This is an optimization exercise on Yosys and OpenROAD, whose aim is small area and a short achievable clock period, not a production implementation. The RTL was checked by simulation tests, not by an equivalence proof against the original design.

===== design/flow/run.sh =====
#!/bin/bash
# synth_recipe.tcl (not shown) runs the flow's synth.tcl, then flattens the netlist and writes it again
# the make line also repeats each setting of config.mk as NAME=value (left out here)
make -C /OpenROAD-flow-scripts/flow DESIGN_CONFIG=/design/flow/config.mk WORK_HOME=/design/flow/orfs CLKGATE_MAP_FILE= SYNTH_SCRIPT=/design/flow/synth_recipe.tcl finish

===== design/flow/config.mk =====
export PLATFORM = sky130hd
export DESIGN_NAME = gemm_arr
export DESIGN_NICKNAME = gemm_arr
export VERILOG_FILES = /design/flow/design.v
export SDC_FILE = /design/flow/constraint.sdc
export NUM_CORES = 4
export LEC_CHECK = 0
export CAP_MARGIN = 20
export CORE_MARGIN = 2
export CORE_UTILIZATION = 55
export PLACE_DENSITY = 0.7
export SETUP_SLACK_MARGIN = 5
export SLEW_MARGIN = 20
export TNS_END_PERCENT = 10

===== design/flow/constraint.sdc =====
create_clock -name core_clock -period 16.0 [get_ports {i_clk}]
set_input_delay 3.2000 -clock core_clock [delete_from_list [all_inputs] [get_ports {i_clk}]]
set_output_delay 3.2000 -clock core_clock [all_outputs]
set_load 0.01 [all_outputs]

===== design/flow/design.v =====
module bf16_class (
    input  [15:0] i_data,
    output        o_zero,
    output        o_nan,
    output        o_inf
);
wire emax = &i_data[14:7];
wire fnz  = |i_data[6:0];
assign o_zero = ~|i_data[14:7];
assign o_nan  = emax & fnz;
assign o_inf  = emax & ~fnz;
endmodule
module bf16_sigmul (
    input  [6:0]  a,
    input  [6:0]  b,
    output [15:0] p
);
wire t1 = (a[0] & b[6]) ^ (a[1] & b[5]);
wire t2 = (a[0] & b[6]) & (a[1] & b[5]);
wire t3 = a[0] ^ (a[1] & b[6]) ^ (a[2] & b[5]);
wire t4 = (a[0] & (a[1] & b[6])) | ((a[2] & b[5]) & (a[0] ^ (a[1] & b[6])));
wire t5 = (a[3] & b[4]) ^ (a[4] & b[3]);
wire t6 = (a[3] & b[4]) & (a[4] & b[3]);
wire t7 = a[1] ^ (a[2] & b[6]) ^ (a[3] & b[5]);
wire t8 = (a[1] & (a[2] & b[6])) | ((a[3] & b[5]) & (a[1] ^ (a[2] & b[6])));
wire t9 = (a[4] & b[4]) ^ (a[5] & b[3]);
wire t10 = (a[4] & b[4]) & (a[5] & b[3]);
wire t11 = a[2] ^ (a[3] & b[6]) ^ (a[4] & b[5]);
wire t12 = (a[2] & (a[3] & b[6])) | ((a[4] & b[5]) & (a[2] ^ (a[3] & b[6])));
wire t13 = (a[0] & b[4]) ^ (a[1] & b[3]);
wire t14 = (a[0] & b[4]) & (a[1] & b[3]);
wire t15 = (a[0] & b[5]) ^ (a[1] & b[4]) ^ (a[2] & b[3]);
wire t16 = ((a[0] & b[5]) & (a[1] & b[4])) | ((a[2] & b[3]) & ((a[0] & b[5]) ^ (a[1] & b[4])));
wire t17 = (a[3] & b[2]) ^ (a[4] & b[1]);
wire t18 = (a[3] & b[2]) & (a[4] & b[1]);
wire t19 = t1 ^ (a[2] & b[4]) ^ (a[3] & b[3]);
wire t20 = (t1 & (a[2] & b[4])) | ((a[3] & b[3]) & (t1 ^ (a[2] & b[4])));
wire t21 = (a[4] & b[2]) ^ (a[5] & b[1]) ^ (a[6] & b[0]);
wire t22 = ((a[4] & b[2]) & (a[5] & b[1])) | ((a[6] & b[0]) & ((a[4] & b[2]) ^ (a[5] & b[1])));
wire t23 = t2 ^ t3 ^ t5;
wire t24 = (t2 & t3) | (t5 & (t2 ^ t3));
wire t25 = (a[5] & b[2]) ^ (a[6] & b[1]) ^ b[0];
wire t26 = ((a[5] & b[2]) & (a[6] & b[1])) | (b[0] & ((a[5] & b[2]) ^ (a[6] & b[1])));
wire t27 = t4 ^ t6 ^ t7;
wire t28 = (t4 & t6) | (t7 & (t4 ^ t6));
wire t29 = t9 ^ (a[6] & b[2]) ^ b[1];
wire t30 = (t9 & (a[6] & b[2])) | (b[1] & (t9 ^ (a[6] & b[2])));
wire t31 = t8 ^ t10 ^ t11;
wire t32 = (t8 & t10) | (t11 & (t8 ^ t10));
wire t33 = (a[5] & b[4]) ^ (a[6] & b[3]) ^ b[2];
wire t34 = ((a[5] & b[4]) & (a[6] & b[3])) | (b[2] & ((a[5] & b[4]) ^ (a[6] & b[3])));
wire t35 = t12 ^ a[3] ^ (a[4] & b[6]);
wire t36 = (t12 & a[3]) | ((a[4] & b[6]) & (t12 ^ a[3]));
wire t37 = (a[5] & b[5]) ^ (a[6] & b[4]) ^ b[3];
wire t38 = ((a[5] & b[5]) & (a[6] & b[4])) | (b[3] & ((a[5] & b[5]) ^ (a[6] & b[4])));
wire t39 = a[4] ^ (a[5] & b[6]) ^ (a[6] & b[5]);
wire t40 = (a[4] & (a[5] & b[6])) | ((a[6] & b[5]) & (a[4] ^ (a[5] & b[6])));
wire t41 = (a[0] & b[3]) ^ (a[1] & b[2]);
wire t42 = (a[0] & b[3]) & (a[1] & b[2]);
wire t43 = t13 ^ (a[2] & b[2]) ^ (a[3] & b[1]);
wire t44 = (t13 & (a[2] & b[2])) | ((a[3] & b[1]) & (t13 ^ (a[2] & b[2])));
wire t45 = t14 ^ t15 ^ t17;
wire t46 = (t14 & t15) | (t17 & (t14 ^ t15));
wire t47 = t16 ^ t18 ^ t19;
wire t48 = (t16 & t18) | (t19 & (t16 ^ t18));
wire t49 = t20 ^ t22 ^ t23;
wire t50 = (t20 & t22) | (t23 & (t20 ^ t22));
wire t51 = t24 ^ t26 ^ t27;
wire t52 = (t24 & t26) | (t27 & (t24 ^ t26));
wire t53 = t28 ^ t30 ^ t31;
wire t54 = (t28 & t30) | (t31 & (t28 ^ t30));
wire t55 = t32 ^ t34 ^ t35;
wire t56 = (t32 & t34) | (t35 & (t32 ^ t34));
wire t57 = t36 ^ t38 ^ t39;
wire t58 = (t36 & t38) | (t39 & (t36 ^ t38));
wire t59 = t40 ^ a[5] ^ (a[6] & b[6]);
wire t60 = (t40 & a[5]) | ((a[6] & b[6]) & (t40 ^ a[5]));
wire t61 = (a[0] & b[2]) ^ (a[1] & b[1]);
wire t62 = (a[0] & b[2]) & (a[1] & b[1]);
wire t63 = t41 ^ (a[2] & b[1]) ^ (a[3] & b[0]);
wire t64 = (t41 & (a[2] & b[1])) | ((a[3] & b[0]) & (t41 ^ (a[2] & b[1])));
wire t65 = t42 ^ t43 ^ (a[4] & b[0]);
wire t66 = (t42 & t43) | ((a[4] & b[0]) & (t42 ^ t43));
wire t67 = t44 ^ t45 ^ (a[5] & b[0]);
wire t68 = (t44 & t45) | ((a[5] & b[0]) & (t44 ^ t45));
wire t69 = t46 ^ t47 ^ t21;
wire t70 = (t46 & t47) | (t21 & (t46 ^ t47));
wire t71 = t48 ^ t49 ^ t25;
wire t72 = (t48 & t49) | (t25 & (t48 ^ t49));
wire t73 = t50 ^ t51 ^ t29;
wire t74 = (t50 & t51) | (t29 & (t50 ^ t51));
wire t75 = t52 ^ t53 ^ t33;
wire t76 = (t52 & t53) | (t33 & (t52 ^ t53));
wire t77 = t54 ^ t55 ^ t37;
wire t78 = (t54 & t55) | (t37 & (t54 ^ t55));
wire t79 = t56 ^ t57 ^ b[4];
wire t80 = (t56 & t57) | (b[4] & (t56 ^ t57));
wire t81 = t58 ^ t59 ^ b[5];
wire t82 = (t58 & t59) | (b[5] & (t58 ^ t59));
wire t83 = t60 ^ a[6] ^ b[6];
wire t84 = (t60 & a[6]) | (b[6] & (t60 ^ a[6]));
wire [15:0] r0 = {1'b0, t84, t82, t80, t78, t76, t74, t72, t70, t68, t66, t64, t62, t61, (a[0] & b[1]), (a[0] & b[0])};
wire [15:0] r1 = {1'b0, 1'b1, t83, t81, t79, t77, t75, t73, t71, t69, t67, t65, t63, (a[2] & b[0]), (a[1] & b[0]), 1'b0};
assign p = r0 + r1;
endmodule
module bf16_mul (
    input  [15:0] i_data_a,
    input  [15:0] i_data_b,
    output [15:0] o_data
);
wire za, na, ia, zb, nb, ib;
bf16_class m_ca (.i_data(i_data_a), .o_zero(za), .o_nan(na), .o_inf(ia));
bf16_class m_cb (.i_data(i_data_b), .o_zero(zb), .o_nan(nb), .o_inf(ib));
wire        ps   = i_data_a[15] ^ i_data_b[15];
wire [15:0] m;
bf16_sigmul m_sig (.a(i_data_a[6:0]), .b(i_data_b[6:0]), .p(m));
wire        c    = m[15];
wire [6:0]  pf   = c ? m[14:8] : m[13:7];
wire [8:0]  esum = {1'b0, i_data_a[14:7]} + {1'b0, i_data_b[14:7]};
wire [7:0]  pe0  = esum[7:0] + 8'd129;
wire [7:0]  pe1  = esum[7:0] + 8'd130;
wire        uf   = c ? (esum < 9'd127) : (esum < 9'd128);
wire        of   = c ? (esum > 9'd380) : (esum > 9'd381);
wire        any_nan  = na | nb;
wire        any_zero = za | zb;
wire        any_inf  = ia | ib;
assign o_data = any_nan  ? 16'h7FC0 :
                any_zero ? (any_inf ? 16'hFFC0 : {ps, 15'd0}) :
                any_inf  ? {ps, 8'hFF, 7'd0} :
                uf       ? {ps, 15'd0} :
                of       ? {ps, 8'hFF, 7'd0} :
                           {ps, c ? pe1 : pe0, pf};
endmodule
module bf16_add_far (
    input  [9:0]  i_x,
    input  [9:0]  i_y,
    input         i_sub,
    output [10:0] o_r
);
wire [11:0] rx = {1'b0, i_x, i_sub} + {i_sub, i_y ^ {10{i_sub}}, i_sub};
assign o_r = rx[11:1];
endmodule
module bf16_add_near (
    input  [9:0]  i_x,
    input  [9:0]  i_y,
    output [9:0]  o_r,       
    output        o_neg      
);
wire [10:0] d1 = {1'b0, i_x} - {1'b0, i_y};
wire [10:0] d2 = {1'b0, i_y} - {1'b0, i_x};
assign o_neg = d1[10];
assign o_r   = o_neg ? d2[9:0] : d1[9:0];
endmodule
module bf16_add_single (
    input  [9:0]  i_x,
    input  [9:0]  i_y,
    input         i_sub,
    output [10:0] o_r,       
    output        o_neg
);
wire [11:0] rx = {1'b0, i_x, i_sub} + {i_sub, i_y ^ {10{i_sub}}, i_sub};
wire [10:0] d  = rx[11:1];
assign o_neg = i_sub & d[10];
assign o_r   = o_neg ? (~d + 11'd1) : d;
endmodule
module bf16_acc_norm (
    input         i_final,
    input         i_fz,
    input         i_sign,
    input         i_sub,
    input  [7:0]  i_base,
    input  [10:0] i_r,
    output [15:0] o_data,
    output [2:0]  o_flag
);
reg  [3:0]  lz;
always @(*) begin
    casez (i_r)
        11'b1??????????: lz = 4'd0;
        11'b01?????????: lz = 4'd1;
        11'b001????????: lz = 4'd2;
        11'b0001???????: lz = 4'd3;
        11'b00001??????: lz = 4'd4;
        11'b000001?????: lz = 4'd5;
        11'b0000001????: lz = 4'd6;
        11'b00000001???: lz = 4'd7;
        11'b000000001??: lz = 4'd8;
        11'b0000000001?: lz = 4'd9;
        default:         lz = 4'd10;
    endcase
end
wire [10:0] rs     = i_r << lz;
wire [6:0]  frac   = rs[9:3];
wire [7:0]  e      = i_base + 8'd2 - {4'd0, lz};    
wire        cancel = ~|i_r;
wire        inf    = ~i_sub & (&e);
wire        zero   = i_sub & (cancel | ~|e);
assign o_data = i_final ? {i_sign, i_base, i_r[6:0]} :
                inf     ? {i_sign, 8'hFF, 7'd0} :
                zero    ? {i_sign & ~cancel, 15'd0} :
                          {i_sign, e, frac};
assign o_flag = i_final ? i_r[9:7] :
                i_fz    ? 3'b100 :
                inf     ? 3'b010 :
                zero    ? 3'b100 : 3'b001;
endmodule
module bf16_fma #(
    parameter FAST = 1       
) (
    input  [15:0] i_x,
    input  [15:0] i_w,
    input  [15:0] i_acc,
    output [22:0] o_state    
);
wire [15:0] x = i_x, w = i_w, a = i_acc;
wire xz, xn, xi, wz, wn, wi;
bf16_class m_cx (.i_data(x), .o_zero(xz), .o_nan(xn), .o_inf(xi));
bf16_class m_cw (.i_data(w), .o_zero(wz), .o_nan(wn), .o_inf(wi));
wire        ps  = x[15] ^ w[15];
wire [15:0] m;
bf16_sigmul m_sig (.a(x[6:0]), .b(w[6:0]), .p(m));
wire        c   = m[15];
wire [9:0]  W   = {m[15:8], m[7] & ~c, 1'b0};
wire [8:0]  esum = {1'b0, x[14:7]} + {1'b0, w[14:7]};
wire [7:0]  pe0  = esum[7:0] + 8'd129;             
wire        uf   = c ? (esum < 9'd127) : (esum < 9'd128);
wire        of   = c ? (esum > 9'd380) : (esum > 9'd381);
wire        p_any_nan  = xn | wn;
wire        p_any_zero = xz | wz;
wire        p_any_inf  = xi | wi;
wire        p_nan  = p_any_nan | (p_any_zero & p_any_inf);
wire        p_zero = ~p_nan & (p_any_zero | (~p_any_inf & uf));
wire        p_inf  = ~p_nan & ~p_any_zero & (p_any_inf | of);
wire [15:0] p_nan_val = {~p_any_nan, 15'h7FC0};
wire [9:0]  t0   = {2'b0, a[14:7]} + 10'd127 - {1'b0, esum};
bf16_fma_core #(.FAST(FAST)) m_core (
    .i_acc(a), .i_W(W), .i_c(c), .i_pe0(pe0), .i_t0(t0), .i_ps(ps),
    .i_p_nan(p_nan), .i_p_zero(p_zero), .i_p_inf(p_inf), .i_p_nan_val(p_nan_val),
    .o_state(o_state)
);
endmodule
module bf16_fma_core #(
    parameter FAST = 1       
) (
    input  [15:0] i_acc,
    input  [9:0]  i_W,
    input         i_c,
    input  [7:0]  i_pe0,
    input  [9:0]  i_t0,      
    input         i_ps,
    input         i_p_nan,
    input         i_p_zero,
    input         i_p_inf,
    input  [15:0] i_p_nan_val,
    output [22:0] o_state
);
wire [15:0] a = i_acc;
wire az, an, ai;
bf16_class m_ca (.i_data(a), .o_zero(az), .o_nan(an), .o_inf(ai));
wire        sa  = a[15];
wire [7:0]  ea  = a[14:7];
wire [8:0]  ma  = {1'b1, a[6:0], 1'b0};
wire        ps  = i_ps;
wire        sub = sa ^ ps;
wire        c   = i_c;
wire [9:0]  W   = i_W;
wire [7:0]  pe0 = i_pe0;
wire        p_nan = i_p_nan, p_zero = i_p_zero, p_inf = i_p_inf;
wire [15:0] p_nan_val = i_p_nan_val;
wire [15:0] p_inf_val = {ps, 8'hFF, 7'd0};
wire [9:0]  t0   = i_t0;
wire        tneg = t0[9];
wire        fra  = ~tneg & ~az;
wire [7:0]  base = fra ? ea : pe0;                 
wire        shz  = |t0[8:4] | (t0[3] & |t0[2:1]);
wire [9:0]  ysh  = shz ? 10'd0 : (W >> t0[3:0]);
wire [9:0]  nt   = ~t0;                            
wire        shz2 = |nt[8:3] | az;
wire [8:0]  ash  = shz2 ? 9'd0 : ({1'b0, ma[8:1]} >> nt[2:0]);
wire [9:0]  ysm  = {1'b0, ash[8:1], ash[0] & ~c};
wire [9:0]  fx   = fra ? {1'b0, ma} : W;
wire [9:0]  fy   = fra ? ysh : ysm;
wire        sx   = fra ? sa : ps;                  
wire        near_t = c ? (t0 == 10'd0 || t0 == 10'd1 || t0 == 10'd2)
                       : (t0 == 10'h3FF || t0 == 10'd0 || t0 == 10'd1);
wire        near   = sub & ~az & near_t;
wire [10:0] s_r;
wire        s_sign;
generate
    if (FAST) begin : g_fast
        wire [10:0] r_far;
        bf16_add_far m_far (.i_x(fx), .i_y(fy), .i_sub(sub), .o_r(r_far));
        wire [9:0] nx = tneg ? W : {1'b0, ma};
        wire [9:0] ny = tneg ? {2'b0, ma[8:1]} : t0[1] ? {2'b0, W[9:2]} : t0[0] ? {1'b0, W[9:1]} : W;
        wire [9:0] r_near;
        wire       n_neg;
        bf16_add_near m_near (.i_x(nx), .i_y(ny), .o_r(r_near), .o_neg(n_neg));
        assign s_r    = near ? {1'b0, r_near} : r_far;
        assign s_sign = sx ^ (near & n_neg);
    end else begin : g_small
        wire s_neg;
        bf16_add_single m_add (.i_x(fx), .i_y(fy), .i_sub(sub), .o_r(s_r), .o_neg(s_neg));
        assign s_sign = sx ^ s_neg;
    end
endgenerate
reg  [15:0] sp_data;
reg  [2:0]  sp_flag;
reg         sp_sel;
always @(*) begin
    sp_sel = 1'b1;
    if (p_nan) begin
        sp_data = p_nan_val;
        sp_flag = 3'b011;
    end else if (an) begin
        sp_data = a;
        sp_flag = 3'b011;
    end else if (p_zero) begin
        sp_data = az ? {sa & ps, 15'd0} : a;
        sp_flag = 3'b100;
    end else if (ai & p_inf & sub) begin
        sp_data = 16'hFFC0;
        sp_flag = 3'b011;
    end else if (ai) begin
        sp_data = a;
        sp_flag = 3'b010;
    end else if (p_inf) begin
        sp_data = p_inf_val;
        sp_flag = az ? 3'b100 : 3'b010;
    end else begin
        sp_sel  = 1'b0;
        sp_data = p_inf_val;
        sp_flag = 3'b100;
    end
end
assign o_state = sp_sel ? {1'b1, 1'b0, sp_data[15], 1'b0, sp_data[14:7], 1'b0, sp_flag, sp_data[6:0]}
                        : {1'b0, az, s_sign, sub, base, s_r};
endmodule
module gemm_pe #(
    parameter FAST = 1,           
    parameter DATA_WIDTH = 16,
    parameter FLAG_WIDTH = 4
) (
    input i_clk,
    input i_rst,
    input i_valid,
    input [DATA_WIDTH-1:0] i_data_x,
    input [DATA_WIDTH-1:0] i_data_w,
    output reg [DATA_WIDTH-1:0] o_data_x,
    output reg [DATA_WIDTH-1:0] o_data_w,
    output     [DATA_WIDTH-1:0] o_data_acc,
    output     [2:0]            o_flag_acc    
);
reg  [22:0] acc_q;
wire [22:0] acc_d;
bf16_acc_norm m_norm (
    .i_final(acc_q[22]), .i_fz(acc_q[21]), .i_sign(acc_q[20]), .i_sub(acc_q[19]),
    .i_base(acc_q[18:11]), .i_r(acc_q[10:0]),
    .o_data(o_data_acc), .o_flag(o_flag_acc)
);
bf16_fma #(.FAST(FAST)) m_fma (
    .i_x(i_data_x), .i_w(i_data_w), .i_acc(o_data_acc),
    .o_state(acc_d)
);
always @(posedge i_clk) begin
    if (i_rst)
        acc_q <= 23'h400000;
    else if (i_valid)
        acc_q <= acc_d;
end
always @(posedge i_clk) begin
    if (i_rst) begin
        o_data_x[15:7] <= 9'd0;
        o_data_w[15:7] <= 9'd0;
    end else if (i_valid) begin
        o_data_x[15:7] <= i_data_x[15:7];
        o_data_w[15:7] <= i_data_w[15:7];
    end
end
always @(posedge i_clk) begin
    if (i_valid) begin
        o_data_x[6:0] <= i_data_x[6:0];
        o_data_w[6:0] <= i_data_w[6:0];
    end
end
endmodule
module gemm_arr #(
    parameter ROWS = 4,
    parameter COLS = 4,
    parameter N_ROWS = 2,  
    parameter N_COLS = 2,  
    parameter DATA_WIDTH = 16,
    parameter FLAG_WIDTH = 4
) (
    input i_clk,
    input i_rst,
    input i_valid,
    input [COLS*DATA_WIDTH-1:0] i_data_w,
    input [ROWS*DATA_WIDTH-1:0] i_data_x,
    input [N_COLS-1:0] i_addr,
    output [ROWS*DATA_WIDTH-1:0] o_data_acc,  
    output [ROWS*FLAG_WIDTH-1:0] o_data_flag
);
    wire [DATA_WIDTH-1:0] conn_w [ROWS*COLS-1:0]; 
    wire [DATA_WIDTH-1:0] conn_x [ROWS*COLS-1:0];
    wire [ROWS*DATA_WIDTH-1:0] conn_acc [COLS-1:0];  
    wire [ROWS*3-1:0] conn_flag [COLS-1:0];    
    genvar i;
    genvar j;
    generate
        for(i=0; i<ROWS; i=i+1) begin
            for(j=0; j<COLS; j=j+1) begin
                if(i==0 && j==0) begin
                    gemm_pe #(.FAST(0)) m_pe (
                        .i_clk(i_clk),
                        .i_rst(i_rst),
                        .i_valid(i_valid),
                        .i_data_x(i_data_x[ROWS*DATA_WIDTH-1:(ROWS-1)*DATA_WIDTH]),  
                        .i_data_w(i_data_w[COLS*DATA_WIDTH-1:(COLS-1)*DATA_WIDTH]),  
                        .o_data_x(conn_x[0]),
                        .o_data_w(conn_w[0]),
                        .o_data_acc(conn_acc[0][ROWS*DATA_WIDTH-1:(ROWS-1)*DATA_WIDTH]),  
                        .o_flag_acc(conn_flag[0][ROWS*3-1:(ROWS-1)*3])
                    );
                end
                else if(i==0) begin
                    gemm_pe #(.FAST(0)) m_pe (
                        .i_clk(i_clk),
                        .i_rst(i_rst),
                        .i_valid(i_valid),
                        .i_data_x(conn_x[j-1]),
                        .i_data_w(i_data_w[(COLS-j)*DATA_WIDTH-1:(COLS-1-j)*DATA_WIDTH]),   
                        .o_data_x(conn_x[j]),
                        .o_data_w(conn_w[j]),
                        .o_data_acc(conn_acc[j][ROWS*DATA_WIDTH-1:(ROWS-1)*DATA_WIDTH]),
                        .o_flag_acc(conn_flag[j][ROWS*3-1:(ROWS-1)*3])
                    );
                end
                else if(j==0) begin
                    gemm_pe #(.FAST(0)) m_pe (
                        .i_clk(i_clk),
                        .i_rst(i_rst),
                        .i_valid(i_valid),
                        .i_data_x(i_data_x[(ROWS-i)*DATA_WIDTH-1:(ROWS-1-i)*DATA_WIDTH]),  
                        .i_data_w(conn_w[(i-1)*COLS]),
                        .o_data_x(conn_x[i*COLS]),
                        .o_data_w(conn_w[i*COLS]),
                        .o_data_acc(conn_acc[0][(ROWS-i)*DATA_WIDTH-1:(ROWS-1-i)*DATA_WIDTH]),
                        .o_flag_acc(conn_flag[0][(ROWS-i)*3-1:(ROWS-1-i)*3])
                    );
                end
                else begin
                    gemm_pe #(.FAST(0)) m_pe (
                        .i_clk(i_clk),
                        .i_rst(i_rst),
                        .i_valid(i_valid),
                        .i_data_x(conn_x[i*COLS+j-1]),
                        .i_data_w(conn_w[(i-1)*COLS+j]),
                        .o_data_x(conn_x[i*COLS+j]),
                        .o_data_w(conn_w[i*COLS+j]),
                        .o_data_acc(conn_acc[j][(ROWS-i)*DATA_WIDTH-1:(ROWS-1-i)*DATA_WIDTH]),
                        .o_flag_acc(conn_flag[j][(ROWS-i)*3-1:(ROWS-1-i)*3])
                    );
                end
            end
        end
    endgenerate
    assign o_data_acc = conn_acc[i_addr];
    wire [ROWS*3-1:0] sel_flag = conn_flag[i_addr];
    genvar r;
    generate
        for (r = 0; r < ROWS; r = r + 1) begin : g_flag
            wire [2:0] fc = sel_flag[r*3 +: 3];
            assign o_data_flag[r*FLAG_WIDTH +: FLAG_WIDTH] =
                {fc[1] & fc[0], fc[2], fc[1] & ~fc[0], fc[0] & ~fc[1]};
        end
    endgenerate
endmodule

==> report_table.html, run 1 <==
<table>
<tr><th>Metric</th><th>Value</th></tr>
<tr><th colspan="2">Status</th></tr>
<tr><td>Status</td><td>complete, no violations</td></tr>
<tr><th colspan="2">Finish</th></tr>
<tr><td>Most used cells in the layout excluding fill and tap cells</td><td>1526 x nand2_1, 1496 x inv_1, 1411 x nor2_1</td></tr>
<tr><td>Layout Area Growth over Synthesis</td><td>7.189%</td></tr>
<tr><td>Fraction of final layout cells sized beyond drive strength 1</td><td>0.06257</td></tr>
<tr><td>Final-stage net count</td><td>roughly 18000</td></tr>
<tr><td>Filler cell count in the final layout</td><td>about 21000</td></tr>
<tr><td>Leading cell type in the layout, fill and taps excluded</td><td>nand2_1</td></tr>
<tr><td>Final standard cell utilization of the core</td><td>0.5931</td></tr>
<tr><td>Post-Layout Cell Count</td><td>between 15000 and 20000</td></tr>
<tr><th colspan="2">Floorplan</th></tr>
<tr><td>Die area</td><td>0.2272 mm2</td></tr>
<tr><td>Num ports</td><td>approximately 210</td></tr>
<tr><td>Num rows</td><td>roughly 170</td></tr>
<tr><td>Die Span Y</td><td>476.7 um</td></tr>
<tr><td>Initial core utilization</td><td>0.5534</td></tr>
<tr><td>CORE AREA</td><td>about 0.22 mm2</td></tr>
<tr><td>X dimension of the die</td><td>between 400 and 500 um</td></tr>
<tr><th colspan="2">Worst setup path</th></tr>
<tr><td>Category of the most critical setup path</td><td>input port to flip-flop</td></tr>
<tr><td>Capturing element type of the critical path</td><td>flip-flop</td></tr>
<tr><td>CP dominant cell by count</td><td>fa_1</td></tr>
<tr><td>Slowest CP cell</td><td>fa_1</td></tr>
<tr><td>R2r setup slk</td><td>between 5 and 6 ns</td></tr>
<tr><td>Required time worst endpoint</td><td>16.60 ns</td></tr>
<tr><td>Critical path startpoint category</td><td>input port</td></tr>
<tr><td>Arrival time of the worst setup path</td><td>about 11 ns</td></tr>
<tr><td>Max Fanout on Critical Path</td><td>10</td></tr>
<tr><td>Crit path largest cell delay</td><td>about 0.56 ns</td></tr>
<tr><td>Worst setup path startpoint</td><td>i_data_x[20]</td></tr>
<tr><td>Worst reg2reg path depth</td><td>45</td></tr>
<tr><th colspan="2">Logic synthesis</th></tr>
<tr><td>Mux cell area share after synthesis</td><td>0.05600</td></tr>
<tr><td>Post-synthesis share of cell area spent on and, or, nand and nor gates</td><td>0.2292</td></tr>
<tr><td>Number of instances in the synthesized netlist</td><td>about 16000</td></tr>
<tr><td>Synth Flop Type</td><td>dfxtp_1</td></tr>
<tr><td>EDFF count, synth</td><td>about 170</td></tr>
<tr><td>Parity-gate share of the synthesized area counting xor and xnor cells</td><td>0.05837</td></tr>
<tr><td>Synth Area in Compound Gates</td><td>0.2418</td></tr>
<tr><td>Top cell type's share of synthesized area</td><td>0.1108</td></tr>
<tr><td>Flip-flop and latch count after synthesis</td><td>752</td></tr>
<tr><td>Synthesized area per cell</td><td>7.648 um2</td></tr>
<tr><td>Adder and majority gate portion of the synthesized area</td><td>0.2098</td></tr>
<tr><td>Main combinational cell family by area after synthesis</td><td>compound AO/OA/AOI/OAI gates</td></tr>
<tr><td>Cells taking the most area after synthesis</td><td>ha_1 11%, fa_1 9.9%, dfxtp_1 9.5%</td></tr>
<tr><td>Async set or reset register ratio after synthesis</td><td>0</td></tr>
<tr><td>Sequential cell area fraction in the yosys report</td><td>0.1362</td></tr>
<tr><td>Synthesized area</td><td>between 0.1 and 0.15 mm2</td></tr>
<tr><td>Total nets after synthesis</td><td>approximately 18000</td></tr>
<tr><td>Cell variety after synth</td><td>roughly 120</td></tr>
<tr><td>Number of warning messages in the yosys log</td><td>4</td></tr>
<tr><td>Cell taking the most area after synthesis</td><td>ha_1</td></tr>
<tr><th colspan="2">Place</th></tr>
<tr><td>Placed cells</td><td>18740</td></tr>
<tr><td>Port buffer count</td><td>about 210</td></tr>
<tr><td>Half-perimeter wire length of the detailed placement result</td><td>~340 mm</td></tr>
<tr><td>Placer congestion estimate</td><td>roughly 1</td></tr>
<tr><th colspan="2">Clocking</th></tr>
<tr><td>TritonCTS Buffers</td><td>97</td></tr>
<tr><td>H-tree depth</td><td>3</td></tr>
<tr><td>Latest clock arrival within the worst-skew pair</td><td>between 0.7 and 0.8 ns</td></tr>
<tr><td>Longest Clk Path Bufs</td><td>3</td></tr>
<tr><td>Post-CTS clock slew at the launch and capture registers of the worst setup and hold paths</td><td>~0.06 ns</td></tr>
<tr><td>Clock sink count</td><td>around 750</td></tr>
<tr><td>Cell at the root of the clock tree</td><td>clkbuf_16</td></tr>
<tr><td>CTS tree</td><td>yes</td></tr>
<tr><th colspan="2">Global route</th></tr>
<tr><td>Maximum number of pins on one net before global-route repair</td><td>135</td></tr>
<tr><td>Total congestion overflow after global routing</td><td>0</td></tr>
<tr><td>Initial antenna violation count</td><td>41</td></tr>
<tr><td>Tot GR Track Use</td><td>0.3635</td></tr>
<tr><td>First-pass GRT wire length</td><td>approximately 660 mm</td></tr>
<tr><td>Number of global-route vias before repair</td><td>between 100k and 150k</td></tr>
<tr><th colspan="2">Detailed routing</th></tr>
<tr><td>Final routed wirelength across all metal layers</td><td>approximately 430 mm</td></tr>
<tr><td>Violation count after the first detailed-routing iteration</td><td>about 13000</td></tr>
<tr><td>Wire length per cell after detailed routing</td><td>~23 um</td></tr>
<tr><td>Drc violations</td><td>0</td></tr>
<tr><td>Remaining antenna violation count after routing</td><td>0</td></tr>
<tr><td>Router iterations before antenna repair</td><td>8</td></tr>
<tr><td>Total via count in the routed design</td><td>123400</td></tr>
<tr><td>Routed via count divided by cell count</td><td>~6.5</td></tr>
<tr><th colspan="2">Min path</th></tr>
<tr><td>Depth of the worst hold-timing path</td><td>2</td></tr>
<tr><td>Hold WC Path Type</td><td>flip-flop to flip-flop</td></tr>
<tr><th colspan="2">STA</th></tr>
<tr><td>Setup repair after global routing missed its margin</td><td>true</td></tr>
<tr><td>Min Tclk post-route</td><td>10.69 ns</td></tr>
<tr><td>Final count of hold timing violations</td><td>0</td></tr>
<tr><td>Max Fclk</td><td>about 94 MHz</td></tr>
<tr><td>Final count of negative-setup-slack endpoints</td><td>0</td></tr>
<tr><td>Transition time at the pin with the least slew margin</td><td>1.325 ns</td></tr>
<tr><td>Final-layout setup total negative slack</td><td>0 ns</td></tr>
<tr><td>Relative slew slack</td><td>0.1086</td></tr>
<tr><td>Fin Clk Skew</td><td>roughly 0.025 ns</td></tr>
<tr><td>Final Max Tran Viols</td><td>0</td></tr>
<tr><td>Share of the cycle needed by the critical path after routing</td><td>0.6684</td></tr>
<tr><th colspan="2">Run</th></tr>
<tr><td>Max Cap Viol</td><td>0</td></tr>
</table>
what timing repair did:
action,CTS,global route
gates cloned,0,0
pin swaps,0,12
buffers inserted,0,14
resized for setup,7,135
endpoints found under the setup margin,45,165
hold buffers,0,0
sequential cells by signal (all words and copies together), names as in the netlist:
signal,count
genblk1.genblk1.genblk1.genblk1.genblk1.m_pe.acc_q,276
genblk1.genblk1.genblk1.genblk1.genblk1.m_pe.o_data_w,128
genblk1.genblk1.genblk1.genblk1.genblk1.m_pe.o_data_x,144
genblk1.genblk1.genblk1.genblk1.m_pe.acc_q,69
genblk1.genblk1.genblk1.genblk1.m_pe.o_data_w,48
genblk1.genblk1.genblk1.genblk1.m_pe.o_data_x,32
genblk1.genblk1.genblk1.m_pe.acc_q,23
genblk1.genblk1.genblk1.m_pe.o_data_w,16
genblk1.genblk1.genblk1.m_pe.o_data_x,16
cell usage after synthesis (50+ instances only):
cell,n
inv_1,1499
xnor2_1,496
nor2_1,1418
and3_1,81
nand3b_1,60
a211oi_1,277
nor2b_1,157
edfxtp_1,168
o21a_1,154
or3_1,117
a22o_1,67
a22oi_1,119
fa_1,608
dfxtp_1,584
o221ai_1,94
a211o_1,69
a21o_1,221
nand2_1,1527
or4_1,97
o31ai_1,165
a21oi_1,829
and2_1,488
a31oi_1,158
ha_1,1088
mux4_2,87
or2_2,131
xor2_1,323
nor4_1,198
a2111oi_0,50
o21bai_1,75
o21ai_0,832
mux2_2,94
clkbuf_1,623
o22ai_1,120
o211ai_1,174
nand2b_1,193
buf_1,52
nand3_1,367
nor3_1,449
mux2i_1,386
nand4_1,180
a221oi_1,95
how the worst min path moves through the flow:
stage,endpoint,slack (ns)
2_1_floorplan,flip-flop,0.42
5_1_grt,flip-flop,0.50
4_1_cts,flip-flop,0.47
3_3_place_gp,flip-flop,0.45
3_5_place_dp,flip-flop,0.46
6_report,flip-flop,0.47
critical path: cells and delay by family:
kind,cells,cell delay [ns]
fa+ha+maj,7,3.02
compound gates,11,2.40
simple gates,11,1.76
buf+inv,4,0.76
xor+xnor,1,0.15
layout make-up:
cell class                 instances  area [um2]  share of cell area
antenna                           33       82.58           0.0006269
clock buffer                     127        2735             0.02076
clock inverter                    56       544.3            0.004132
inverter                        1534        5781             0.04388
multi-input combinational      13080       98380              0.7469
sequential                       752       16750              0.1271
tap                             2975        3722             0.02826
timing repair buffer             413        3734             0.02834
routing by layer:
layer  GRT usage  wire (um)  vias to the layer above
li1            -          -                    57870
met4      0.1901      25950                       12
met2      0.5543     185000                     5813
met1      0.4867     179700                    58660
met3     0.06985      41280                     1029
met5           0         81                        -
per-stage QoR:
stage,hold slack [ns],setup slack [ns],cell area [um2]
2_1_floorplan,0.4244,5.299,122900
4_1_cts,0.4663,4.789,130900
3_3_place_gp,0.4517,4.043,127600
3_5_place_dp,0.4583,3.892,127600
5_1_grt,0.4972,4.761,131700
6_report,0.4716,5.306,131700
logic make-up (layout without fill, tap and decap cells):
kind of cell	count (synthesis)	after routing
buffers and inverters	2232	2130
XOR/XNOR	819	819
other	0	33
flip-flops	752	752
AND/OR/NAND/NOR	5704	5704
AO/OA/AOI/OAI	4298	4298
multiplexers	567	567
adder cells (fa/ha/maj)	1696	1696
==> run 2, diff against run 1 <==
--- a/design/flow/config.mk
+++ b/design/flow/config.mk
@@ -5,10 +5,10 @@
 export SDC_FILE = /design/flow/constraint.sdc
 export NUM_CORES = 4
 export LEC_CHECK = 0
+export ABC_AREA = 1
 export CAP_MARGIN = 20
 export CORE_MARGIN = 2
 export CORE_UTILIZATION = 55
 export PLACE_DENSITY = 0.7
 export SETUP_SLACK_MARGIN = 5
 export SLEW_MARGIN = 20
-export TNS_END_PERCENT = 10
==> report_table.html, run 2 <==
<table>
<tr><th>Metric</th><th>Value</th></tr>
<tr><th colspan="2">Worst setup path</th></tr>
<tr><td>Crit path largest cell delay</td><td>roughly 0.65 ns</td></tr>
<tr><td>Worst reg2reg path depth</td><td>between 50 and 60</td></tr>
<tr><td>Critical path startpoint category</td><td>input port</td></tr>
<tr><td>Max Fanout on Critical Path</td><td>10</td></tr>
<tr><td>Slowest CP cell</td><td>clkdlybuf4s50_1</td></tr>
<tr><td>Capturing element type of the critical path</td><td>flip-flop</td></tr>
<tr><td>Category of the most critical setup path</td><td>input port to flip-flop</td></tr>
<tr><td>Required time worst endpoint</td><td>between 15 and 20 ns</td></tr>
<tr><td>Arrival time of the worst setup path</td><td>11.08 ns</td></tr>
<tr><th colspan="2">Clocking</th></tr>
<tr><td>H-tree depth</td><td>3</td></tr>
<tr><td># hold bufs at CTS</td><td>0</td></tr>
<tr><td>Longest Clk Path Bufs</td><td>3</td></tr>
<tr><td>Cell at the root of the clock tree</td><td>clkbuf_16</td></tr>
<tr><td>Post-CTS clock slew at the launch and capture registers of the worst setup and hold paths</td><td>roughly 0.07 ns</td></tr>
<tr><td>CTS tree</td><td>yes</td></tr>
<tr><td>Latest clock arrival within the worst-skew pair</td><td>about 0.80 ns</td></tr>
<tr><td>Clock sink count</td><td>about 750</td></tr>
<tr><td>TritonCTS Buffers</td><td>98</td></tr>
<tr><th colspan="2">STA</th></tr>
<tr><td>Setup repair after global routing missed its margin</td><td>true</td></tr>
<tr><td>Final Max Tran Viols</td><td>0</td></tr>
<tr><td>Fin Clk Skew</td><td>roughly 0.043 ns</td></tr>
<tr><td>Final count of negative-setup-slack endpoints</td><td>0</td></tr>
<tr><td>Final count of hold timing violations</td><td>0</td></tr>
<tr><td>Transition time at the pin with the least slew margin</td><td>approximately 1.2 ns</td></tr>
<tr><td>Max Fclk</td><td>between 90 and 100 MHz</td></tr>
<tr><td>Final-layout setup total negative slack</td><td>0 ns</td></tr>
<tr><td>Relative slew slack</td><td>0.1890</td></tr>
<tr><td>Share of the cycle needed by the critical path after routing</td><td>0.6490</td></tr>
<tr><td>Min Tclk post-route</td><td>roughly 10 ns</td></tr>
<tr><th colspan="2">Global route</th></tr>
<tr><td>Initial antenna violation count</td><td>35</td></tr>
<tr><td>First-pass GRT wire length</td><td>671.0 mm</td></tr>
<tr><td>Total congestion overflow after global routing</td><td>0</td></tr>
<tr><td>Tot GR Track Use</td><td>0.3628</td></tr>
<tr><td>Number of global-route vias before repair</td><td>~120k</td></tr>
<tr><td>Maximum number of pins on one net before global-route repair</td><td>between 100 and 150</td></tr>
<tr><th colspan="2">Logic synthesis</th></tr>
<tr><td>Commonest cells in the synthesized netlist</td><td>4865 x nand2_1, 3248 x inv_1, 1445 x nand3_1</td></tr>
<tr><td>Async set or reset register ratio after synthesis</td><td>0</td></tr>
<tr><td>Number of warning messages in the yosys log</td><td>4</td></tr>
<tr><td>Top cell type's share of synthesized area</td><td>0.1467</td></tr>
<tr><td>Cell taking the most area after synthesis</td><td>nand2_1</td></tr>
<tr><td>Synthesized area per cell</td><td>6.273 um2</td></tr>
<tr><td>Number of instances in the synthesized netlist</td><td>19850</td></tr>
<tr><td>Sequential cell area fraction in the yosys report</td><td>0.1344</td></tr>
<tr><td>Flip-flop and latch count after synthesis</td><td>752</td></tr>
<tr><td>Most common cell in the synthesized netlist</td><td>nand2_1</td></tr>
<tr><td>EDFF count, synth</td><td>between 150 and 200</td></tr>
<tr><td>Total nets after synthesis</td><td>21680</td></tr>
<tr><td>Synthesized area</td><td>about 0.12 mm2</td></tr>
<tr><td>Synth Flop Type</td><td>dfxtp_1</td></tr>
<tr><td>Cell variety after synth</td><td>between 90 and 100</td></tr>
<tr><td>Cells taking the most area after synthesis</td><td>nand2_1 15%, ha_1 11%, inv_1 9.8%</td></tr>
<tr><th colspan="2">Detailed routing</th></tr>
<tr><td>Routed via count divided by cell count</td><td>5.763</td></tr>
<tr><td>Violation count after the first detailed-routing iteration</td><td>12090</td></tr>
<tr><td>Drc violations</td><td>0</td></tr>
<tr><td>Wire length per cell after detailed routing</td><td>19.00 um</td></tr>
<tr><td>Final routed wirelength across all metal layers</td><td>approximately 430 mm</td></tr>
<tr><td>Total via count in the routed design</td><td>130200</td></tr>
<tr><td>Router iterations before antenna repair</td><td>9</td></tr>
<tr><td>Remaining antenna violation count after routing</td><td>0</td></tr>
<tr><th colspan="2">Finish</th></tr>
<tr><td>Number of flip-flops under the largest register name</td><td>between 200 and 300</td></tr>
<tr><td>Post-Layout Cell Count</td><td>22600</td></tr>
<tr><td>Regs by FF count</td><td>genblk1.genblk1.genblk1.genblk1.genblk1.m_pe.acc_q (276), genblk1.genblk1.genblk1.genblk1.genblk1.m_pe.o_data_x (144), genblk1.genblk1.genblk1.genblk1.genblk1.m_pe.o_data_w (128)</td></tr>
<tr><td>Filler cell count in the final layout</td><td>around 23000</td></tr>
<tr><td>Top register by number of flip-flops</td><td>genblk1.genblk1.genblk1.genblk1.genblk1.m_pe.acc_q</td></tr>
<tr><td>Final-stage net count</td><td>~21000</td></tr>
<tr><td>Leading cell type in the layout, fill and taps excluded</td><td>nand2_1</td></tr>
<tr><td>Layout Area Growth over Synthesis</td><td>5.532%</td></tr>
<tr><td>Most used cells in the layout excluding fill and tap cells</td><td>4863 x nand2_1, 3243 x inv_1, 1444 x nand3_1</td></tr>
<tr><td>Fraction of final layout cells sized beyond drive strength 1</td><td>0.04406</td></tr>
<tr><th colspan="2">Floorplan</th></tr>
<tr><td>Num rows</td><td>~170</td></tr>
<tr><td>Initial core utilization</td><td>0.5536</td></tr>
<tr><td>X dimension of the die</td><td>~480 um</td></tr>
<tr><td>Die area</td><td>approximately 0.23 mm2</td></tr>
<tr><td>Die Span Y</td><td>roughly 480 um</td></tr>
<tr><td>Num ports</td><td>about 210</td></tr>
<tr><td>CORE AREA</td><td>approximately 0.22 mm2</td></tr>
<tr><th colspan="2">Place</th></tr>
<tr><td>Placed cells</td><td>between 20000 and 25000</td></tr>
<tr><td>Port buffer count</td><td>around 210</td></tr>
<tr><td>Half-perimeter wire length of the detailed placement result</td><td>approximately 340 mm</td></tr>
<tr><td>Placer congestion estimate</td><td>roughly 1.0</td></tr>
<tr><th colspan="2">Min path</th></tr>
<tr><td>Hold WC Path Type</td><td>flip-flop to flip-flop</td></tr>
<tr><td>Depth of the worst hold-timing path</td><td>2</td></tr>
<tr><th colspan="2">Run</th></tr>
<tr><td>Max Cap Viol</td><td>0</td></tr>
<tr><th colspan="2">Status</th></tr>
<tr><td>Status</td><td>complete, no violations</td></tr>
</table>
==> run 2: cell count changes after synthesis, moves of 422 or more <==
cell	previous run	this run
inv_1	1499	3248
nand2_1	1527	4865
and2_1	488	23
nand3_1	367	1445
o21ai_0	832	1324
a21oi_1	829	1251
==> run 2: final cells by class <==
type	instances	area, um2	share of cell area
Clock inverter	73	887.1	0.006751
Antenna cell	17	42.54	0.0003238
Tap cell	2992	3744	0.02849
Clock buffer	112	2629	0.02001
Inverter	3373	12690	0.09657
Timing Repair Buffer	281	2690	0.02047
Multi-Input combinational cell	15000	91980	0.7000
Sequential cell	752	16740	0.1274
==> run 2: worst max-delay path, delay by kind of cell <==
family                   cells  cell delay (ns)
AND/OR/NAND/NOR             13             1.67
AO/OA/AOI/OAI                9             1.57
XOR/XNOR                     3             0.60
adder cells (fa/ha/maj)      7             2.86
buffers and inverters        8             1.19
==> run 2: cell families after synthesis <==
logic type	Yosys count	share of synthesized area
buffers and inverters	4102	0.1277
AO/OA/AOI/OAI	3563	0.1634
multiplexers	1	0.00008039
AND/OR/NAND/NOR	9011	0.3163
XOR/XNOR	724	0.05105
flip-flops	752	0.1344
adder cells (fa/ha/maj)	1696	0.2071
==> run 2: layer usage <==
layer / global-route usage / wire length (um) / vias to the layer above
met2: 0.5835 / 190300 / 4985
met3: 0.05715 / 34020 / 931
met1: 0.4715 / 180000 / 60300
li1: - / - / 63960
met4: 0.1813 / 24780 / 28
met5: 0 / 220 / -
==> run 2: stage by stage <==
| step | setup slack, ns | hold WS, ns | instance area [um2] | util |
|---|---|---|---|---|
| detailed placement | 4.519 | 0.4559 | 127700 | 0.5680 |
| CTS | 5.350 | 0.4669 | 131200 | 0.5836 |
| finish | 5.616 | 0.4635 | 131400 | 0.5843 |
| global route | 4.944 | 0.4900 | 131400 | 0.5841 |
| floorplan | 6.056 | 0.4206 | 124500 | - |
| global placement | 4.665 | 0.4505 | 127700 | 0.5680 |
==> run 2: final timing paths <==
check	start	slack, ns	endpoint
setup / recovery	i_data_x[34]	5.62	flip-flop
setup reg to reg	flip-flop	5.84	flip-flop
hold reg to reg	flip-flop	0.46	flip-flop
hold / removal	flip-flop	0.46	flip-flop
==> run 2: timing repair <==
item / CTS / global route
gates resized for setup: 0 / 33
endpoints found under the setup margin: 0 / 39
buffers inserted: 0 / 0
==> run 3, diff against run 2 <==
--- a/design/flow/design.v
+++ b/design/flow/design.v
@@ -410,7 +410,7 @@
         for(i=0; i<ROWS; i=i+1) begin
             for(j=0; j<COLS; j=j+1) begin
                 if(i==0 && j==0) begin
-                    gemm_pe #(.FAST(0)) m_pe (
+                    gemm_pe m_pe (
                         .i_clk(i_clk),
                         .i_rst(i_rst),
                         .i_valid(i_valid),
@@ -423,7 +423,7 @@
                     );
                 end
                 else if(i==0) begin
-                    gemm_pe #(.FAST(0)) m_pe (
+                    gemm_pe m_pe (
                         .i_clk(i_clk),
                         .i_rst(i_rst),
                         .i_valid(i_valid),
@@ -436,7 +436,7 @@
                     );
                 end
                 else if(j==0) begin
-                    gemm_pe #(.FAST(0)) m_pe (
+                    gemm_pe m_pe (
                         .i_clk(i_clk),
                         .i_rst(i_rst),
                         .i_valid(i_valid),
==> design/flow/flow/run.sh (new file) <==
#!/bin/bash
set -euo pipefail
cd "$(dirname "${BASH_SOURCE[0]}")/.."
bash standard.sh SETUP_SLACK_MARGIN=7 finish > standard_flow.log 2>&1
==> design/flow/standard.sh (new file) <==
#!/bin/bash
# synth_recipe.tcl (not shown) runs the flow's synth.tcl, then flattens the netlist and writes it again
# the make line also repeats each setting of config.mk as NAME=value (left out here)
make -C /OpenROAD-flow-scripts/flow DESIGN_CONFIG=/design/flow/config.mk WORK_HOME=/design/flow/orfs CLKGATE_MAP_FILE= SYNTH_SCRIPT=/design/flow/synth_recipe.tcl "${@:-finish}"
==> design/flow/config.mk (replaced) <==
export PLATFORM = sky130hd
export DESIGN_NAME = gemm_arr
export DESIGN_NICKNAME = gemm_arr
export VERILOG_FILES = /design/flow/design.v
export SDC_FILE = /design/flow/constraint.sdc
export NUM_CORES = 4
export LEC_CHECK = 0
export CAP_MARGIN = 20
export CORE_MARGIN = 2
export CORE_UTILIZATION = 40
export SLEW_MARGIN = 20
removed: design/flow/run.sh
==> report_table.html, run 3 <==
<table>
<tr><th>Metric</th><th>Value</th></tr>
<tr><th colspan="2">Logic synthesis</th></tr>
<tr><td>Top cell type's share of synthesized area</td><td>0.1132</td></tr>
<tr><td>Number of instances in the synthesized netlist</td><td>roughly 17000</td></tr>
<tr><td>Synthesized area per cell</td><td>approximately 7.6 um2</td></tr>
<tr><td>Most common cell in the synthesized netlist</td><td>inv_1</td></tr>
<tr><td>Cells taking the most area after synthesis</td><td>ha_1 11%, fa_1 9.6%, dfxtp_1 9.0%</td></tr>
<tr><td>Async set or reset register ratio after synthesis</td><td>0</td></tr>
<tr><td>Synth Flop Type</td><td>dfxtp_1</td></tr>
<tr><td>Number of warning messages in the yosys log</td><td>6</td></tr>
<tr><td>Sequential cell area fraction in the yosys report</td><td>0.1292</td></tr>
<tr><td>Total nets after synthesis</td><td>about 19000</td></tr>
<tr><td>Synthesized area</td><td>between 0.1 and 0.15 mm2</td></tr>
<tr><td>Commonest cells in the synthesized netlist</td><td>1667 x inv_1, 1592 x nand2_1, 1555 x nor2_1</td></tr>
<tr><td>Cell taking the most area after synthesis</td><td>ha_1</td></tr>
<tr><td>Flip-flop and latch count after synthesis</td><td>752</td></tr>
<tr><td>EDFF count, synth</td><td>168</td></tr>
<tr><td>Cell variety after synth</td><td>around 120</td></tr>
<tr><th colspan="2">Global route</th></tr>
<tr><td>Maximum number of pins on one net before global-route repair</td><td>about 120</td></tr>
<tr><td>First-pass GRT wire length</td><td>around 760 mm</td></tr>
<tr><td>Number of global-route vias before repair</td><td>roughly 130k</td></tr>
<tr><td>Initial antenna violation count</td><td>31</td></tr>
<tr><td>Total congestion overflow after global routing</td><td>0</td></tr>
<tr><td>Tot GR Track Use</td><td>0.2910</td></tr>
<tr><th colspan="2">Finish</th></tr>
<tr><td>Final instance area</td><td>0.1565 mm2</td></tr>
<tr><td>Most used cells in the layout excluding fill and tap cells</td><td>1606 x inv_1, 1532 x nand2_1, 1477 x nor2_1</td></tr>
<tr><td>Leading cell type in the layout, fill and taps excluded</td><td>inv_1</td></tr>
<tr><td>Sequential cell area</td><td>between 0.015 and 0.02 mm2</td></tr>
<tr><td>Layout Area Growth over Synthesis</td><td>20.83%</td></tr>
<tr><td>Filler cell count in the final layout</td><td>between 30000 and 40000</td></tr>
<tr><td>Top register by number of flip-flops</td><td>genblk1.genblk1.genblk1.genblk1.genblk1.m_pe.acc_q</td></tr>
<tr><td>Regs by FF count</td><td>genblk1.genblk1.genblk1.genblk1.genblk1.m_pe.acc_q (276), genblk1.genblk1.genblk1.genblk1.genblk1.m_pe.o_data_x (144), genblk1.genblk1.genblk1.genblk1.genblk1.m_pe.o_data_w (128)</td></tr>
<tr><td>Combined area of the multi-input logic cells</td><td>0.1128 mm2</td></tr>
<tr><td>Number of flip-flops under the largest register name</td><td>roughly 280</td></tr>
<tr><td>Final-stage net count</td><td>19640</td></tr>
<tr><td>Final standard cell utilization of the core</td><td>0.4866</td></tr>
<tr><td>Fraction of final layout cells sized beyond drive strength 1</td><td>0.1907</td></tr>
<tr><th colspan="2">STA</th></tr>
<tr><td>Setup repair after global routing missed its margin</td><td>true</td></tr>
<tr><td>Final-layout setup total negative slack</td><td>0 ns</td></tr>
<tr><td>Max Fclk</td><td>between 100 and 150 MHz</td></tr>
<tr><td>Min Tclk post-route</td><td>between 9 and 10 ns</td></tr>
<tr><td>Final count of hold timing violations</td><td>0</td></tr>
<tr><td>Final count of negative-setup-slack endpoints</td><td>0</td></tr>
<tr><td>Transition time at the pin with the least slew margin</td><td>between 1 and 1.5 ns</td></tr>
<tr><td>Share of the cycle needed by the critical path after routing</td><td>0.6027</td></tr>
<tr><td>Fin Clk Skew</td><td>about 0.042 ns</td></tr>
<tr><td>Final Max Tran Viols</td><td>0</td></tr>
<tr><td>Relative slew slack</td><td>0.1414</td></tr>
<tr><th colspan="2">Floorplan</th></tr>
<tr><td>X dimension of the die</td><td>between 500 and 600 um</td></tr>
<tr><td>Die area</td><td>between 0.3 and 0.4 mm2</td></tr>
<tr><td>Initial core utilization</td><td>0.4028</td></tr>
<tr><td>Num rows</td><td>between 200 and 250</td></tr>
<tr><td>Num ports</td><td>roughly 210</td></tr>
<tr><td>CORE AREA</td><td>approximately 0.32 mm2</td></tr>
<tr><td>Die Span Y</td><td>between 500 and 600 um</td></tr>
<tr><th colspan="2">Place</th></tr>
<tr><td>Placer congestion estimate</td><td>0.9738</td></tr>
<tr><td>Half-perimeter wire length of the detailed placement result</td><td>approximately 400 mm</td></tr>
<tr><td>Port buffer count</td><td>approximately 210</td></tr>
<tr><td>Placed Instance Area</td><td>~0.14 mm2</td></tr>
<tr><th colspan="2">Detailed routing</th></tr>
<tr><td>Violation count after the first detailed-routing iteration</td><td>13350</td></tr>
<tr><td>Drc violations</td><td>0</td></tr>
<tr><td>Remaining antenna violation count after routing</td><td>0</td></tr>
<tr><td>Final routed wirelength across all metal layers</td><td>about 510 mm</td></tr>
<tr><td>Routed via count divided by cell count</td><td>approximately 6</td></tr>
<tr><td>Router iterations before antenna repair</td><td>10</td></tr>
<tr><td>Total via count in the routed design</td><td>134900</td></tr>
<tr><td>Wire length per cell after detailed routing</td><td>between 20 and 25 um</td></tr>
<tr><th colspan="2">Worst setup path</th></tr>
<tr><td>R2r setup slk</td><td>slightly below 7 ns</td></tr>
<tr><td>Worst reg2reg path depth</td><td>39</td></tr>
<tr><td>Required time worst endpoint</td><td>roughly 17 ns</td></tr>
<tr><td>Capturing element type of the critical path</td><td>flip-flop</td></tr>
<tr><td>Max Fanout on Critical Path</td><td>7</td></tr>
<tr><td>Critical path startpoint category</td><td>input port</td></tr>
<tr><td>Arrival time of the worst setup path</td><td>slightly above 10 ns</td></tr>
<tr><td>Category of the most critical setup path</td><td>input port to flip-flop</td></tr>
<tr><th colspan="2">Clocking</th></tr>
<tr><td>H-tree depth</td><td>3</td></tr>
<tr><td>Cell at the root of the clock tree</td><td>clkbuf_16</td></tr>
<tr><td>Post-CTS clock slew at the launch and capture registers of the worst setup and hold paths</td><td>approximately 0.070 ns</td></tr>
<tr><td>CTS tree</td><td>yes</td></tr>
<tr><td>Longest Clk Path Bufs</td><td>3</td></tr>
<tr><td>Latest clock arrival within the worst-skew pair</td><td>between 0.7 and 0.8 ns</td></tr>
<tr><td>TritonCTS Buffers</td><td>99</td></tr>
<tr><td>Clock sink count</td><td>approximately 750</td></tr>
<tr><th colspan="2">Status</th></tr>
<tr><td>Status</td><td>complete, no violations</td></tr>
<tr><th colspan="2">Run</th></tr>
<tr><td>Max Cap Viol</td><td>0</td></tr>
<tr><th colspan="2">Min path</th></tr>
<tr><td>Hold WC Path Type</td><td>flip-flop to flip-flop</td></tr>
<tr><td>Depth of the worst hold-timing path</td><td>2</td></tr>
</table>
## run 3: per-layer routing
layer | vias up | global-route usage | share of wire
li1 | 63160 | - | -
met1 | 65310 | 0.3877 | 0.42
met2 | 5369 | 0.4580 | 0.44
met3 | 1048 | 0.03631 | 0.074
met4 | 8 | 0.1549 | 0.063
met5 | - | 0 | 0.00017
## run 3: worst max path at each step
| stage | startpoint | to | slack [ns] | depth (start not counted) |
|---|---|---|---|---|
| 2_1_floorplan | i_data_x[4] | flip-flop | 6.20 | 28 |
| 3_3_place_gp | i_data_w[37] | flip-flop | 4.07 | 28 |
| 3_5_place_dp | i_data_w[37] | flip-flop | 4.03 | 28 |
| 4_1_cts | i_data_w[37] | flip-flop | 6.45 | 27 |
| 5_1_grt | i_data_w[37] | flip-flop | 6.14 | 27 |
| 6_report | i_data_w[37] | flip-flop | 6.36 | 27 |
## run 3: repair_timing
item | 4_1_cts | 5_1_grt
setup endpoints to repair | 281 | 238
pin swaps | 447 | 622
endpoints found under the hold margin | 0 | 0
resized for setup | 1402 | 978
cloned | 2 | 2
buffers inserted | 460 | 388
hold buffers | 0 | 0
## run 3: stage by stage
| step | hold WS, ns | instances | setup slack [ns] |
|---|---|---|---|
| after global placement | 0.4376 | 21060 | 4.072 |
| after CTS | 0.4599 | 21710 | 6.447 |
| after global routing | 0.4957 | 22100 | 6.143 |
| after floorplan | 0.4187 | 17050 | 6.201 |
| final | 0.4612 | 22110 | 6.356 |
| after detailed placement | 0.4448 | 21060 | 4.033 |
## run 3: kinds of logic (layout without fill, tap and decap cells)
group	after synthesis	count (layout)	share of synthesized area
and+or+nand+nor	5828	5828	0.2207
AOI/OAI and AO/OA	4733	4734	0.2537
buffers and inverters	2486	3226	0.07247
adders and majority gates	1798	1798	0.2096
xor gates and xnor gates	828	828	0.05598
DFF	752	752	0.1292
muxes	628	628	0.05838
other	0	15	0
## run 3: critical path: stages
cell and delay [ns]:
buf_12 0.11, and2_4 0.15, fa_1 0.51, fa_1 0.43, fa_1 0.51, fa_1 0.45
ha_4 0.20, or4_4 0.43, nor3_4 0.27, buf_6 0.15, o211ai_1 0.20, a2111oi_4 0.41
a221o_1 0.26, nand2_2 0.08, fa_2 0.38, a21o_1 0.20, a21oi_4 0.17, o21ai_2 0.08
o41a_1 0.34, a221o_1 0.40, buf_4 0.16, a211o_4 0.34, a211oi_2 0.19, a21oi_2 0.05
xor2_1 0.16, a211o_1 0.28, a221oi_2 0.21
## run 3: layout make-up
cell class | count | area share
multi-input cells | 13820 | 0.7206
flip-flops and latches | 752 | 0.1089
repair buffers | 1334 | 0.07163
inverters | 1704 | 0.04136
well taps | 4305 | 0.03441
clock buffers | 127 | 0.01761
clock inverters | 60 | 0.005275
diodes | 15 | 0.0002398
repair inverters | 1 | 0.00003197
==> run 4, diff against run 3 <==
--- a/design/flow/design.v
+++ b/design/flow/design.v
@@ -410,7 +410,7 @@
         for(i=0; i<ROWS; i=i+1) begin
             for(j=0; j<COLS; j=j+1) begin
                 if(i==0 && j==0) begin
-                    gemm_pe m_pe (
+                    gemm_pe #(.FAST(0)) m_pe (
                         .i_clk(i_clk),
                         .i_rst(i_rst),
                         .i_valid(i_valid),
@@ -423,7 +423,7 @@
                     );
                 end
                 else if(i==0) begin
-                    gemm_pe m_pe (
+                    gemm_pe #(.FAST(0)) m_pe (
                         .i_clk(i_clk),
                         .i_rst(i_rst),
                         .i_valid(i_valid),
@@ -436,7 +436,7 @@
                     );
                 end
                 else if(j==0) begin
-                    gemm_pe m_pe (
+                    gemm_pe #(.FAST(0)) m_pe (
                         .i_clk(i_clk),
                         .i_rst(i_rst),
                         .i_valid(i_valid),
--- a/design/flow/config.mk
+++ b/design/flow/config.mk
@@ -5,7 +5,9 @@
 export SDC_FILE = /design/flow/constraint.sdc
 export NUM_CORES = 4
 export LEC_CHECK = 0
+export ABC_AREA = 1
 export CAP_MARGIN = 20
 export CORE_MARGIN = 2
-export CORE_UTILIZATION = 40
+export CORE_UTILIZATION = 55
+export PLACE_DENSITY = 0.7
 export SLEW_MARGIN = 20
==> report_table.html, run 4 <==
<table>
<tr><th>Metric</th><th>Value</th></tr>
<tr><th colspan="2">Logic synthesis</th></tr>
<tr><td>Async set or reset register ratio after synthesis</td><td>0</td></tr>
<tr><td>Flip-flop and latch count after synthesis</td><td>between 700 and 800</td></tr>
<tr><td>Number of warning messages in the yosys log</td><td>4</td></tr>
<tr><td>Most common cell in the synthesized netlist</td><td>nand2_1</td></tr>
<tr><td>Cell taking the most area after synthesis</td><td>nand2_1</td></tr>
<tr><td>Number of instances in the synthesized netlist</td><td>between 15000 and 20000</td></tr>
<tr><td>EDFF count, synth</td><td>168</td></tr>
<tr><td>Synthesized area per cell</td><td>6.273 um2</td></tr>
<tr><th colspan="2">Clocking</th></tr>
<tr><td>Post-CTS clock slew at the launch and capture registers of the worst setup and hold paths</td><td>roughly 0.060 ns</td></tr>
<tr><td>Cell at the root of the clock tree</td><td>clkbuf_16</td></tr>
<tr><td>Longest Clk Path Bufs</td><td>3</td></tr>
<tr><td>Latest clock arrival within the worst-skew pair</td><td>approximately 0.76 ns</td></tr>
<tr><td>Clock sink count</td><td>between 700 and 800</td></tr>
<tr><th colspan="2">Global route</th></tr>
<tr><td>Total congestion overflow after global routing</td><td>0</td></tr>
<tr><td>Initial antenna violation count</td><td>28</td></tr>
<tr><td>First-pass GRT wire length</td><td>684.0 mm</td></tr>
<tr><td>Maximum number of pins on one net before global-route repair</td><td>about 180</td></tr>
<tr><th colspan="2">Worst setup path</th></tr>
<tr><td>Cell family contributing the most delay on the critical path</td><td>adder cells</td></tr>
<tr><td>Arrival time of the worst setup path</td><td>approximately 10 ns</td></tr>
<tr><td>R2r setup slk</td><td>around 7.2 ns</td></tr>
<tr><td>Capturing element type of the critical path</td><td>flip-flop</td></tr>
<tr><td>Crit. path cell count</td><td>between 40 and 50</td></tr>
<tr><td>Worst reg2reg path depth</td><td>50</td></tr>
<tr><td>Critical path startpoint category</td><td>input port</td></tr>
<tr><td>Crit path largest cell delay</td><td>0.54 ns</td></tr>
<tr><th colspan="2">Place</th></tr>
<tr><td>Port buffer count</td><td>212</td></tr>
<tr><td>Half-perimeter wire length of the detailed placement result</td><td>approximately 350 mm</td></tr>
<tr><td>Placer congestion estimate</td><td>1.018</td></tr>
<tr><th colspan="2">Min path</th></tr>
<tr><td>Hold WC Path Type</td><td>flip-flop to flip-flop</td></tr>
<tr><th colspan="2">Finish</th></tr>
<tr><td>Sequential cell area</td><td>around 0.017 mm2</td></tr>
<tr><td>Regs by FF count</td><td>genblk1.genblk1.genblk1.genblk1.genblk1.m_pe.acc_q (276), genblk1.genblk1.genblk1.genblk1.genblk1.m_pe.o_data_x (144), genblk1.genblk1.genblk1.genblk1.genblk1.m_pe.o_data_w (128)</td></tr>
<tr><td>Combined area of the multi-input logic cells</td><td>between 0.09 and 0.1 mm2</td></tr>
<tr><td>Layout Area Growth over Synthesis</td><td>12.78%</td></tr>
<tr><td>Top register by number of flip-flops</td><td>genblk1.genblk1.genblk1.genblk1.genblk1.m_pe.acc_q</td></tr>
<tr><td>Filler cell count in the final layout</td><td>around 22000</td></tr>
<tr><th colspan="2">STA</th></tr>
<tr><td>Final count of hold timing violations</td><td>0</td></tr>
<tr><td>Transition time at the pin with the least slew margin</td><td>1.194 ns</td></tr>
<tr><td>Min Hold Slack</td><td>roughly 0.46 ns</td></tr>
<tr><td>Min Tclk post-route</td><td>approximately 9.2 ns</td></tr>
<tr><td>Final-layout setup total negative slack</td><td>0 ns</td></tr>
<tr><th colspan="2">Detailed routing</th></tr>
<tr><td>Violation count after the first detailed-routing iteration</td><td>13360</td></tr>
<tr><td>Routed via count divided by cell count</td><td>5.827</td></tr>
<tr><td>Remaining antenna violation count after routing</td><td>0</td></tr>
<tr><td>Router iterations before antenna repair</td><td>9</td></tr>
<tr><td>Drc violations</td><td>0</td></tr>
<tr><th colspan="2">Status</th></tr>
<tr><td>Status</td><td>complete, no violations</td></tr>
<tr><th colspan="2">Floorplan</th></tr>
<tr><td>Die area</td><td>about 0.23 mm2</td></tr>
<tr><th colspan="2">Run</th></tr>
<tr><td>Max Cap Viol</td><td>0</td></tr>
</table>
run 4: final cells by class:
| class | count | share of cell area |
|---|---|---|
| multi-input cells | 15000 | 0.6956 |
| flip-flops and latches | 752 | 0.1196 |
| inverters | 3373 | 0.09133 |
| repair buffers | 654 | 0.04224 |
| well taps | 2992 | 0.02666 |
| clock buffers | 116 | 0.01913 |
| clock inverters | 65 | 0.005177 |
| diodes | 13 | 0.0002317 |
| repair inverters | 1 | 0.00008019 |
run 4: final timing paths:
check / to / from
worst min-delay path: flip-flop / flip-flop
worst max-delay path: flip-flop / i_data_x[18]
worst max register to register: genblk1[0].genblk1[0].genblk1.m_pe.acc_q[9] / genblk1[0].genblk1[0].genblk1.m_pe.acc_q[9]
worst min register to register: flip-flop / flip-flop
run 4: cells by family (layout without fill, tap and decap cells):
logic type,Yosys count,after routing,share of synthesized area
simple gates,9011,9017,0.3163
buf+inv,4102,4209,0.1277
compound gates,3563,3563,0.1634
fa+ha+maj,1696,1696,0.2071
flops,752,752,0.1344
xor+xnor,724,724,0.05105
mux,1,1,0.00008039
other cells,0,13,0
run 4: layer usage:
metal  vias up  part of all wire  GRT usage
li1      64710                 -          -
met1     62380              0.41     0.4791
met2      5598              0.45     0.5964
met3      1127             0.082    0.05201
met4        26             0.062     0.1968
met5         -           0.00042          0
run 4: through the flow:
stage	utilization	std cells	setup slack [ns]	area (um2)
after floorplan	-	19850	6.429	125600
after global placement	0.5720	22390	5.091	128600
after detailed placement	0.5720	22390	4.978	128600
after CTS	0.5960	22670	6.895	134000
after global routing	0.6243	22960	6.386	140400
final	0.6244	22970	6.807	140400
run 4: worst min-delay path, stage by stage (launching register included):
cell and delay [ns]:
dfxtp_1 0.31, nand2_1 0.06, a21oi_1 0.05
run 4: what timing repair did:
item                                    in CTS  in global routing
resized for setup                          544               1142
gates cloned                                 5                  8
pin swaps                                   97                530
endpoints found under the setup margin     238                254
buffers inserted                            90                279

## re-timing with driven ports
In the flow no input, the clock included, has a driving cell. The finished layouts below were timed again as built, in two steps.
Step 1: set_driving_cell puts a clkbuf_16 on i_clk and a buf_2 on each other input, an assumption about the parent block.
Step 2 moves the port delays by t, midway between the first and last clock arrival at a register: inputs arrive t later, outputs are due t later. That takes back most of the time a late clock gives input paths.
a / b / c = ideal / step 1 / step 2; a / b = the first two.
run | t (ns) | setup WS [ns] | worst setup path after step 2 | worst slew at a driven data input, ns
run 1 | 0.854 | 5.306 / 5.336 / 4.528 | input to register | 0.27
run 2 | 0.881 | 5.616 / 5.639 / 4.759 | input to register | 0.17
run 3 | 0.855 | 6.356 / 6.403 / 5.548 | input to register | 0.10
run 4 | 0.853 | 6.807 / 6.798 / 5.987 | input to register | 0.22
After both steps every run listed still meets setup and hold. The setup slack of run 2, which loses most, moves by +0.023 ns with the drivers and by -0.857 ns with both steps.
